Source: an optimization exercise on an open RTL-to-GDS flow (aim: small area and a short achievable clock period). Production flows keep margins and buffers that such runs may drop. The RTL was checked by simulation tests, not by an equivalence proof against the original design. Power figures rest on the tool's default switching activity, not on a simulated workload.

## north
==> module ucsbece154b_victim_cache, before the edit <==
module ucsbece154b_victim_cache #(
    parameter int unsigned ADDR_WIDTH = 56,
    parameter int unsigned LINE_WIDTH = 128,
    parameter int unsigned NR_ENTRIES = 8
) (
    input   logic                   clk_i,
    input   logic                   rst_ni,
    input   logic                   flush_i,
    input   logic                   en_i,
    input   logic [ADDR_WIDTH-1:0]  raddr_i,
    output  logic [LINE_WIDTH-1:0]  rdata_o,
    output  logic                   hit_o,
    input   logic                   we_i,
    input   logic [ADDR_WIDTH-1:0]  waddr_i,
    input   logic [LINE_WIDTH-1:0]  wdata_i
);
localparam int OFFSET_WIDTH = LINE_WIDTH/32;
localparam int TAG_SIZE = ADDR_WIDTH - OFFSET_WIDTH;
localparam int N = NR_ENTRIES;
logic [TAG_SIZE-1:0] rtag, wtag;
assign rtag = raddr_i[OFFSET_WIDTH +: TAG_SIZE];
assign wtag = waddr_i[OFFSET_WIDTH +: TAG_SIZE];
/*verilator lint_off UNUSED*/
wire unused = (|raddr_i[OFFSET_WIDTH-1:0])|(|waddr_i[OFFSET_WIDTH-1:0]);
/*verilator lint_on UNUSED*/
logic [N-1:0][LINE_WIDTH-1:0] data_q;
logic [N-1:0][TAG_SIZE-1:0]   tag_q;
logic [N-1:0]                 valid_q;
logic [N-1:0][N-1:0]          older_q;
logic [N-1:0] match_n, match, sel;
for (genvar g = 0; g < N; g++) begin : g_cmp
    ucsbece154b_victim_cache_cmp u_cmp (
        .valid_i(valid_q[g]), .tag_i(tag_q[g]), .rtag_i(rtag), .match_no(match_n[g])
    );
end
assign match = ~match_n;
ucsbece154b_victim_cache_selgen #(.N(N)) u_sel (.match_ni(match_n), .sel_o(sel));
assign hit_o = en_i && !(&match_n);
localparam int H = LINE_WIDTH/2;
logic [N-1:0] sel_hi;
logic [N-1:0][H-1:0] data_lo, data_hi;
always_comb
    for (int i = 0; i < N; i++) begin
        data_lo[i] = data_q[i][H-1:0];
        data_hi[i] = data_q[i][LINE_WIDTH-1:H];
    end
ucsbece154b_victim_cache_selgen #(.N(N)) u_sel_hi (.match_ni(match_n), .sel_o(sel_hi));
ucsbece154b_victim_cache_rmux #(.W(H), .N(N)) u_rmux_lo (
    .sel_i(sel), .data_i(data_lo), .data_o(rdata_o[H-1:0])
);
ucsbece154b_victim_cache_rmux #(.W(H), .N(N)) u_rmux_hi (
    .sel_i(sel_hi), .data_i(data_hi), .data_o(rdata_o[LINE_WIDTH-1:H])
);
logic [N-1:0][N-1:0] older1, older2;
logic [N-1:0] victim;
logic clear;
assign clear = !rst_ni || flush_i || !en_i;
always_comb begin
    older1 = older_q;
    for (int i = 0; i < N; i++)
        for (int j = i+1; j < N; j++) begin
            if (sel[i]) older1[i][j] = 1'b0;
            if (sel[j]) older1[i][j] = 1'b1;
        end
    for (int i = 0; i < N; i++) begin
        victim[i] = 1'b1;
        for (int j = 0; j < N; j++) begin
            if (j > i && !older1[i][j]) victim[i] = 1'b0;
            if (j < i && older1[j][i]) victim[i] = 1'b0;
        end
    end
    older2 = older1;
    if (we_i)
        for (int i = 0; i < N; i++)
            for (int j = i+1; j < N; j++) begin
                if (victim[i]) older2[i][j] = 1'b0;
                if (victim[j]) older2[i][j] = 1'b1;
            end
end
always_ff @(posedge clk_i) begin
    if (clear) begin
        valid_q <= '0;
        for (int i = 0; i < N; i++)
            for (int j = 0; j < N; j++)
                older_q[i][j] <= 1'b1;
    end else begin
        for (int i = 0; i < N; i++)
            if (we_i && victim[i]) valid_q[i] <= 1'b1;
        older_q <= older2;
    end
end
always_ff @(posedge clk_i) begin
    for (int i = 0; i < N; i++)
        if (we_i && victim[i]) begin
            data_q[i] <= wdata_i;
            tag_q[i] <= wtag;
        end
end
endmodule
Settings: LEC_CHECK=0, CAP_MARGIN=20, CORE_MARGIN=2, CORE_UTILIZATION=65, SLEW_MARGIN=20, SYNTH_HIERARCHICAL=1, SYNTH_MINIMUM_KEEP_SIZE=0; clock period 28.0 ns.
standard.sh (not shown) runs the stock make flow with config.mk's settings and CLKGATE_MAP_FILE= SYNTH_SCRIPT=/design/flow/synth_recipe.tcl, a recipe that flattens the netlist after the stock synthesis.
==> flow/flow/run.sh <==
#!/bin/bash
# Layout flow: the standard synthesis unchanged, then the standard ORFS steps with
# small port buffers, a clock tree of small clkbuf_4 leaf clusters without dummy
# loads, and timing repair that aims past the bare constraint.
set -euo pipefail
bash standard.sh synth > synth_make.log 2>&1
bash standard.sh \
  "BUFFER_PORTS_ARGS=-buffer_cell sky130_fd_sc_hd__buf_1" \
  "CTS_ARGS=-sink_clustering_enable -repair_clock_nets -dont_use_dummy_load -sink_clustering_size 10 -sink_clustering_max_diameter 35 -buf_list sky130_fd_sc_hd__clkbuf_4" \
  SETUP_SLACK_MARGIN=14.0 \
  finish > layout_make.log 2>&1
Relative to north, the following input files were edited for south:
--- a/flow/design.v
+++ b/flow/design.v
@@ -36,20 +36,8 @@
 assign match = ~match_n;
 ucsbece154b_victim_cache_selgen #(.N(N)) u_sel (.match_ni(match_n), .sel_o(sel));
 assign hit_o = en_i && !(&match_n);
-localparam int H = LINE_WIDTH/2;
-logic [N-1:0] sel_hi;
-logic [N-1:0][H-1:0] data_lo, data_hi;
-always_comb
-    for (int i = 0; i < N; i++) begin
-        data_lo[i] = data_q[i][H-1:0];
-        data_hi[i] = data_q[i][LINE_WIDTH-1:H];
-    end
-ucsbece154b_victim_cache_selgen #(.N(N)) u_sel_hi (.match_ni(match_n), .sel_o(sel_hi));
-ucsbece154b_victim_cache_rmux #(.W(H), .N(N)) u_rmux_lo (
-    .sel_i(sel), .data_i(data_lo), .data_o(rdata_o[H-1:0])
-);
-ucsbece154b_victim_cache_rmux #(.W(H), .N(N)) u_rmux_hi (
-    .sel_i(sel_hi), .data_i(data_hi), .data_o(rdata_o[LINE_WIDTH-1:H])
+ucsbece154b_victim_cache_rmux #(.W(LINE_WIDTH), .N(N)) u_rmux (
+    .sel_i(sel), .data_i(data_q), .data_o(rdata_o)
 );
 logic [N-1:0][N-1:0] older1, older2;
 logic [N-1:0] victim;
Results
- north reached the end of the flow, and the finished layout is clean on the timing, DRC and antenna checks.
- south: PASS, flow complete, no timing, DRC or antenna violations
- Relative to north, largest fanout on the critical path has gone up in south.
- south vs. north: clock-pin slew of the registers on the worst-case setup and hold paths neither gained nor lost much, global routing usage summed across all routing layers now sits higher, share of final layout cell area taken by non-clock buffers has decreased, post-synth design cell area dropped about 0.3%, wire length of the first global-routing pass saw an increase.
- In the metrics for north and south, the one carrying the higher share of cell area taken by flip-flops and latches is south.
- south: total routed wirelength 1800 um above north

---

Setup of rev 12:
The RTL this note starts from:
==> flow/design.v <==
module ucsbece154b_victim_cache #(
    parameter int unsigned ADDR_WIDTH = 56,
    parameter int unsigned LINE_WIDTH = 128,
    parameter int unsigned NR_ENTRIES = 8
) (
    input   logic                   clk_i,
    input   logic                   rst_ni,
    input   logic                   flush_i,
    input   logic                   en_i,
    input   logic [ADDR_WIDTH-1:0]  raddr_i,
    output  logic [LINE_WIDTH-1:0]  rdata_o,
    output  logic                   hit_o,
    input   logic                   we_i,
    input   logic [ADDR_WIDTH-1:0]  waddr_i,
    input   logic [LINE_WIDTH-1:0]  wdata_i
);
localparam int OFFSET_WIDTH = LINE_WIDTH/32;
localparam int TAG_SIZE = ADDR_WIDTH - OFFSET_WIDTH;
localparam int N = NR_ENTRIES;
logic [TAG_SIZE-1:0] rtag, wtag;
assign rtag = raddr_i[OFFSET_WIDTH +: TAG_SIZE];
assign wtag = waddr_i[OFFSET_WIDTH +: TAG_SIZE];
/*verilator lint_off UNUSED*/
wire unused = (|raddr_i[OFFSET_WIDTH-1:0])|(|waddr_i[OFFSET_WIDTH-1:0]);
/*verilator lint_on UNUSED*/
logic [N-1:0][LINE_WIDTH-1:0] data_q;
logic [N-1:0][TAG_SIZE-1:0]   tag_q;
logic [N-1:0]                 valid_q;
logic [N-1:0][N-1:0]          older_q;
logic [N-1:0] match, sel;
always_comb begin
    for (int i = 0; i < N; i++)
        match[i] = valid_q[i] && (tag_q[i] == rtag);
    for (int i = 0; i < N; i++) begin
        sel[i] = match[i];
        for (int j = 0; j < i; j++)
            if (match[j]) sel[i] = 1'b0;
    end
end
assign hit_o = en_i && (|match);
ucsbece154b_victim_cache_rmux #(.W(LINE_WIDTH), .N(N)) u_rmux (
    .sel_i(sel), .data_i(data_q), .data_o(rdata_o)
);
logic [N-1:0][N-1:0] older1, older2;
logic [N-1:0] victim;
logic clear;
assign clear = !rst_ni || flush_i || !en_i;
always_comb begin
    older1 = older_q;
    for (int i = 0; i < N; i++)
        for (int j = i+1; j < N; j++) begin
            if (sel[i]) older1[i][j] = 1'b0;
            if (sel[j]) older1[i][j] = 1'b1;
        end
    for (int i = 0; i < N; i++) begin
        victim[i] = 1'b1;
        for (int j = 0; j < N; j++) begin
            if (j > i && !older1[i][j]) victim[i] = 1'b0;
            if (j < i && older1[j][i]) victim[i] = 1'b0;
        end
    end
    older2 = older1;
    if (we_i)
        for (int i = 0; i < N; i++)
            for (int j = i+1; j < N; j++) begin
                if (victim[i]) older2[i][j] = 1'b0;
                if (victim[j]) older2[i][j] = 1'b1;
            end
end
always_ff @(posedge clk_i) begin
    if (clear) begin
        valid_q <= '0;
        for (int i = 0; i < N; i++)
            for (int j = 0; j < N; j++)
                older_q[i][j] <= 1'b1;
    end else begin
        for (int i = 0; i < N; i++)
            if (we_i && victim[i]) valid_q[i] <= 1'b1;
        older_q <= older2;
    end
end
always_ff @(posedge clk_i) begin
    for (int i = 0; i < N; i++)
        if (we_i && victim[i]) begin
            data_q[i] <= wdata_i;
            tag_q[i] <= wtag;
        end
end
endmodule
module ucsbece154b_victim_cache_rmux #(
    parameter int W = 128,
    parameter int N = 8
) (
    input  logic [N-1:0]        sel_i,
    input  logic [N-1:0][W-1:0] data_i,
    output logic [W-1:0]        data_o
);
always_comb begin
    data_o = '0;
    for (int i = 0; i < N; i++)
        data_o = data_o | ({W{sel_i[i]}} & data_i[i]);
end
endmodule
clock: 28.0 ns
lec_check: 0
cap_margin: 20
core_margin: 2
core_utilization: 65
slew_margin: 20
synth_hierarchical: 1
synth_minimum_keep_size: 0
==> flow/flow/run.sh <==
#!/bin/bash
# Layout flow: the standard synthesis unchanged, then the standard ORFS steps with
# small port buffers, a clock tree of small clkbuf_4 leaf clusters without dummy
# loads, and timing repair that aims past the bare constraint.
set -euo pipefail
bash standard.sh synth > synth_make.log 2>&1
bash standard.sh \
  "BUFFER_PORTS_ARGS=-buffer_cell sky130_fd_sc_hd__buf_1" \
  "CTS_ARGS=-sink_clustering_enable -repair_clock_nets -dont_use_dummy_load -sink_clustering_size 10 -sink_clustering_max_diameter 35 -buf_list sky130_fd_sc_hd__clkbuf_4" \
  SETUP_SLACK_MARGIN=13.75 \
  finish > layout_make.log 2>&1
### rev 12 -> rev 13
--- a/flow/design.v
+++ b/flow/design.v
@@ -24,23 +24,27 @@
 wire unused = (|raddr_i[OFFSET_WIDTH-1:0])|(|waddr_i[OFFSET_WIDTH-1:0]);
 /*verilator lint_on UNUSED*/
 logic [N-1:0][LINE_WIDTH-1:0] data_q;
 logic [N-1:0][TAG_SIZE-1:0]   tag_q;
 logic [N-1:0]                 valid_q;
 logic [N-1:0][N-1:0]          older_q;
-logic [N-1:0] match, sel;
+logic [N-1:0] match_n, match, sel;
+for (genvar g = 0; g < N; g++) begin : g_cmp
+    ucsbece154b_victim_cache_cmp u_cmp (
+        .valid_i(valid_q[g]), .tag_i(tag_q[g]), .rtag_i(rtag), .match_no(match_n[g])
+    );
+end
+assign match = ~match_n;
 always_comb begin
-    for (int i = 0; i < N; i++)
-        match[i] = valid_q[i] && (tag_q[i] == rtag);
     for (int i = 0; i < N; i++) begin
         sel[i] = match[i];
         for (int j = 0; j < i; j++)
             if (match[j]) sel[i] = 1'b0;
     end
 end
-assign hit_o = en_i && (|match);
+assign hit_o = en_i && !(&match_n);
 ucsbece154b_victim_cache_rmux #(.W(LINE_WIDTH), .N(N)) u_rmux (
     .sel_i(sel), .data_i(data_q), .data_o(rdata_o)
 );
 logic [N-1:0][N-1:0] older1, older2;
 logic [N-1:0] victim;
 logic clear;
@@ -98,6 +102,42 @@
 always_comb begin
     data_o = '0;
     for (int i = 0; i < N; i++)
         data_o = data_o | ({W{sel_i[i]}} & data_i[i]);
 end
 endmodule
+module ucsbece154b_victim_cache_cmp (
+    input  logic        valid_i,
+    input  logic [51:0] tag_i,
+    input  logic [51:0] rtag_i,
+    output logic        match_no
+);
+logic [12:0] ne;
+logic [3:0]  eq;
+for (genvar g = 0; g < 13; g++) begin : g_eq
+    ucsbece154b_victim_cache_ne4 u_ne (.a_i(tag_i[4*g +: 4]), .b_i(rtag_i[4*g +: 4]), .ne_o(ne[g]));
+end
+for (genvar g = 0; g < 3; g++) begin : g_nor
+    ucsbece154b_victim_cache_nor4 u_nor (.a_i(ne[4*g +: 4]), .y_o(eq[g]));
+end
+assign eq[3] = valid_i && !ne[12];
+ucsbece154b_victim_cache_nand4 u_nand (.a_i(eq), .y_o(match_no));
+endmodule
+module ucsbece154b_victim_cache_ne4 (
+    input  logic [3:0] a_i,
+    input  logic [3:0] b_i,
+    output logic       ne_o
+);
+assign ne_o = !(&(a_i ~^ b_i));
+endmodule
+module ucsbece154b_victim_cache_nor4 (
+    input  logic [3:0] a_i,
+    output logic       y_o
+);
+assign y_o = !(|a_i);
+endmodule
+module ucsbece154b_victim_cache_nand4 (
+    input  logic [3:0] a_i,
+    output logic       y_o
+);
+assign y_o = !(&a_i);
+endmodule
[summary]
Rev 13 reports a higher total cell area at the placement stage than rev 12 does.
Between rev 12 and rev 13, count of cell instances traversed by the critical path decreased.
Clock skew (higher): rev 12
Synthesized cell count was lower in the run labelled rev 13.
Rev 13 against rev 12; detailed placer's ending HPWL is down by a little under 10%.
Re leakage power: rev 13 is 3.3% down on rev 12.
Synthesized net count shrinks slightly when moving from rev 12 to rev 13.
[compare] base=rev 12 new=rev 13: final wirelength shrank by 11%, period utilization decreased 0.19 points, combinational power now sits lower.
First-pass iteration count of the detailed router: rev 13 < rev 12
Rev 12 has higher design area than rev 13.

## separate check: timing with driven ports
No port has a modelled driver above. Below, the same layouts with a new extraction and two added sets of constraints.
Step 1, drivers: a clkbuf_16 drives clk_i and a buf_2 each remaining input, both assumed.
Step 2 times the ports against the registers' clock, not the clock port: input delays grow and output delays shrink by t, the midpoint of the rising clock arrivals with the driver on.
Three values: no drivers, after step 1, after step 2; two values: the first two.
run	t (ns)	setup slack, ns	worst setup path after step 2	latest minus earliest clock arrival (ns)	cell pins on the clock port's net
north	1.128	14.037 / 14.002 / 14.002	input to output	0.104 / 0.104	1
south	1.163	14.030 / 14.005 / 14.005	input to output	0.116 / 0.116	1
rev 12	1.154	13.749 / 13.713 / 13.713	input to output	0.131 / 0.132	1
rev 13	1.137	13.801 / 13.720 / 13.720	input to output	0.108 / 0.108	1
After both steps every run listed still meets setup and hold. For rev 13, which loses most, drivers alone change the setup slack by -0.081 ns; drivers and shift together by -0.081 ns.
